Source: an optimization exercise on an open RTL-to-GDS flow (aim: small area). Production flows keep margins and buffers that such runs may drop.
Function was checked by simulation only, so behaviour that the tests miss may differ from the original.

== oak ==
==> flow/design.v (excerpt) <==
module PongCore(
	input i_clk,
	input i_rst,
	input [1:0] i_sw,
	input i_pb,
	input i_frame_tick,
	output [6:0] o_sevseg_p1d1,
	output [6:0] o_sevseg_p1d2,
	output [6:0] o_sevseg_p2d1,
	output [6:0] o_sevseg_p2d2,
	output signed [10:0] o_ball_x,
	output signed [10:0] o_ball_y,
	output signed [10:0] o_paddle1_y,
	output signed [10:0] o_paddle2_y,
	output o_finish);
clock: 20.0 ns
lec_check: 0
cap_margin: 20
core_margin: 2
core_utilization: 40
slew_margin: 20
standard.sh (not shown) runs the stock make flow with config.mk's settings and CLKGATE_MAP_FILE= SYNTH_SCRIPT=/design/flow/synth_recipe.tcl, a recipe that flattens the netlist after the stock synthesis.
==> flow/flow/run.sh <==
#!/bin/bash
# Layout flow: the standard synthesis, then an area-oriented re-mapping of the
# combinational logic between the registers (the registers keep their names
# and cell types), then the standard ORFS layout with small port buffers and
# a small clock tree. Each tool's output goes to a log file in this folder.
set -euo pipefail
HERE=$(pwd)
LIB=$FLOW_HOME/platforms/sky130hd/lib/sky130_fd_sc_hd__tt_025C_1v80.lib
RES=$HERE/orfs/results/sky130hd/PongCore/base
YOSYS=$(command -v yosys || echo "$FLOW_HOME/../tools/install/yosys/bin/yosys")
NSEEDS=${NSEEDS:-8}
ABC_TIME=${ABC_TIME:-30}

export BUFFER_PORTS_ARGS="-buffer_cell sky130_fd_sc_hd__buf_1"
export REMOVE_ABC_BUFFERS=1
export SKIP_REPAIR_TIE_FANOUT=1
export CTS_ARGS="-sink_clustering_enable -repair_clock_nets -buf_list sky130_fd_sc_hd__clkbuf_4 -root_buf sky130_fd_sc_hd__clkbuf_4 -dont_use_dummy_load"

bash standard.sh synth > synth.log 2>&1
cp "$RES/1_2_yosys.v" "$HERE/standard_synth.v"

# re-map the logic with several seeds of ABC's deepsyn, keep the smallest
DONT_USE=$(sed -n '/export DONT_USE_CELLS/,/^$/p' "$FLOW_HOME/platforms/sky130hd/config.mk" | tr -d '\\' | tr ' ' '\n' | grep sky130 | sed 's/^/-dont_use /' | tr '\n' ' ')
run_seed() {
	local S=$1
	sed "s/@SEED@/$S/; s/@TIME@/$ABC_TIME/" flow/area.abc.in > area_$S.abc
	sed "s#@LIB@#$LIB#g; s#@IN@#$HERE/standard_synth.v#; s#@OUT@#$HERE/reopt_$S.v#; s#@DONT_USE@#$DONT_USE#; s#@SCRIPT@#$HERE/area_$S.abc#" \
		flow/reopt.ys.in > reopt_$S.ys
	"$YOSYS" -l reopt_$S.log -q reopt_$S.ys > /dev/null 2>&1 || true
}
S=1
while [ $S -le $NSEEDS ]; do
	for J in $(seq 1 ${NUM_CORES:-4}); do
		if [ $S -le $NSEEDS ]; then run_seed $S & fi
		S=$((S + 1))
	done
	wait
done
: > reopt_pick.log
for S in $(seq 1 $NSEEDS); do
	if [ -s reopt_$S.v.stat ] && [ -s reopt_$S.v ]; then
		echo "$(grep 'Chip area for module' reopt_$S.v.stat | awk '{print $NF}') $S" >> reopt_pick.log
	fi
done
BEST=$(sort -n reopt_pick.log | head -1 | awk '{print $2}')
if [ -n "$BEST" ]; then
	echo "picked seed $BEST" >> reopt_pick.log
	cp "$HERE/reopt_$BEST.v" "$RES/1_2_yosys.v"
else
	echo "no re-mapped netlist; keeping the standard synthesis" >> reopt_pick.log
fi

bash standard.sh do-1_synth > synth_odb.log 2>&1
bash standard.sh > standard.log 2>&1
Other scripts of this flow, unchanged in this note and not shown: flow/flow/area.abc.in, flow/flow/reopt.ys.in
Looking at the reports, oak completed the entire flow and the layout it produced met the timing, design-rule and antenna checks.
Inputs modified between oak and pine:
-- flow/flow/run.sh --
<<< oak, line 9
RES=$HERE/orfs/results/sky130hd/PongCore/base
YOSYS=$(command -v yosys || echo "$FLOW_HOME/../tools/install/yosys/bin/yosys")
NSEEDS=${NSEEDS:-8}
ABC_TIME=${ABC_TIME:-30}

export BUFFER_PORTS_ARGS="-buffer_cell sky130_fd_sc_hd__buf_1"
export REMOVE_ABC_BUFFERS=1
export SKIP_REPAIR_TIE_FANOUT=1
export CTS_ARGS="-sink_clustering_enable -repair_clock_nets -buf_list sky130_fd_sc_hd__clkbuf_4 -root_buf sky130_fd_sc_hd__clkbuf_4 -dont_use_dummy_load"

bash standard.sh synth > synth.log 2>&1
>>> pine, line 9
RES=$HERE/orfs/results/sky130hd/PongCore/base
YOSYS=$(command -v yosys || echo "$FLOW_HOME/../tools/install/yosys/bin/yosys")
NSEEDS=${NSEEDS:-2}
ABC_TIME=${ABC_TIME:-10}

export BUFFER_PORTS_ARGS="-buffer_cell sky130_fd_sc_hd__buf_1"
export REMOVE_ABC_BUFFERS=1
export SKIP_REPAIR_TIE_FANOUT=1
export CTS_ARGS="-repair_clock_nets -buf_list sky130_fd_sc_hd__clkbuf_4 -root_buf sky130_fd_sc_hd__clkbuf_4 -dont_use_dummy_load"

bash standard.sh synth > synth.log 2>&1
## What came out
- pine falls short of oak in setup slack.
- Final core area utilization: pine vs oak, no meaningful difference
- Diff pine..oak | number of buffers created by CTS | unchanged
- Reported for pine and oak, number of inserted diodes turned out identical to the last digit.
- Against oak, area taken by multi-input logic gates in pine rose by a few percent.
- Number of design-rule violations left by the first detailed-router iteration ends up lower on oak.

[re-timing with driven ports]
The flow's constraints put no driver on any port. The routed layouts listed below were extracted and timed again, unchanged, in two steps. Step 1 assumes that a clkbuf_16 drives the clock port and a buf_2 every other input. Step 2 also shifts input and output timing later by t, the mid clock arrival at the registers, as if the neighbouring blocks saw the same clock. a / b / c = ideal / step 1 / step 2; a / b = the first two.
run	t (ns)	setup WS [ns]	worst slew at a driven data input, ns
oak	0.429	14.248 / 14.219 / 13.897	0.04
pine	0.424	13.997 / 13.974 / 13.971	0.03
After both steps setup and hold are still met in every run listed. For oak, which loses most, drivers alone change the setup slack by -0.029 ns; drivers and shift together by -0.351 ns.
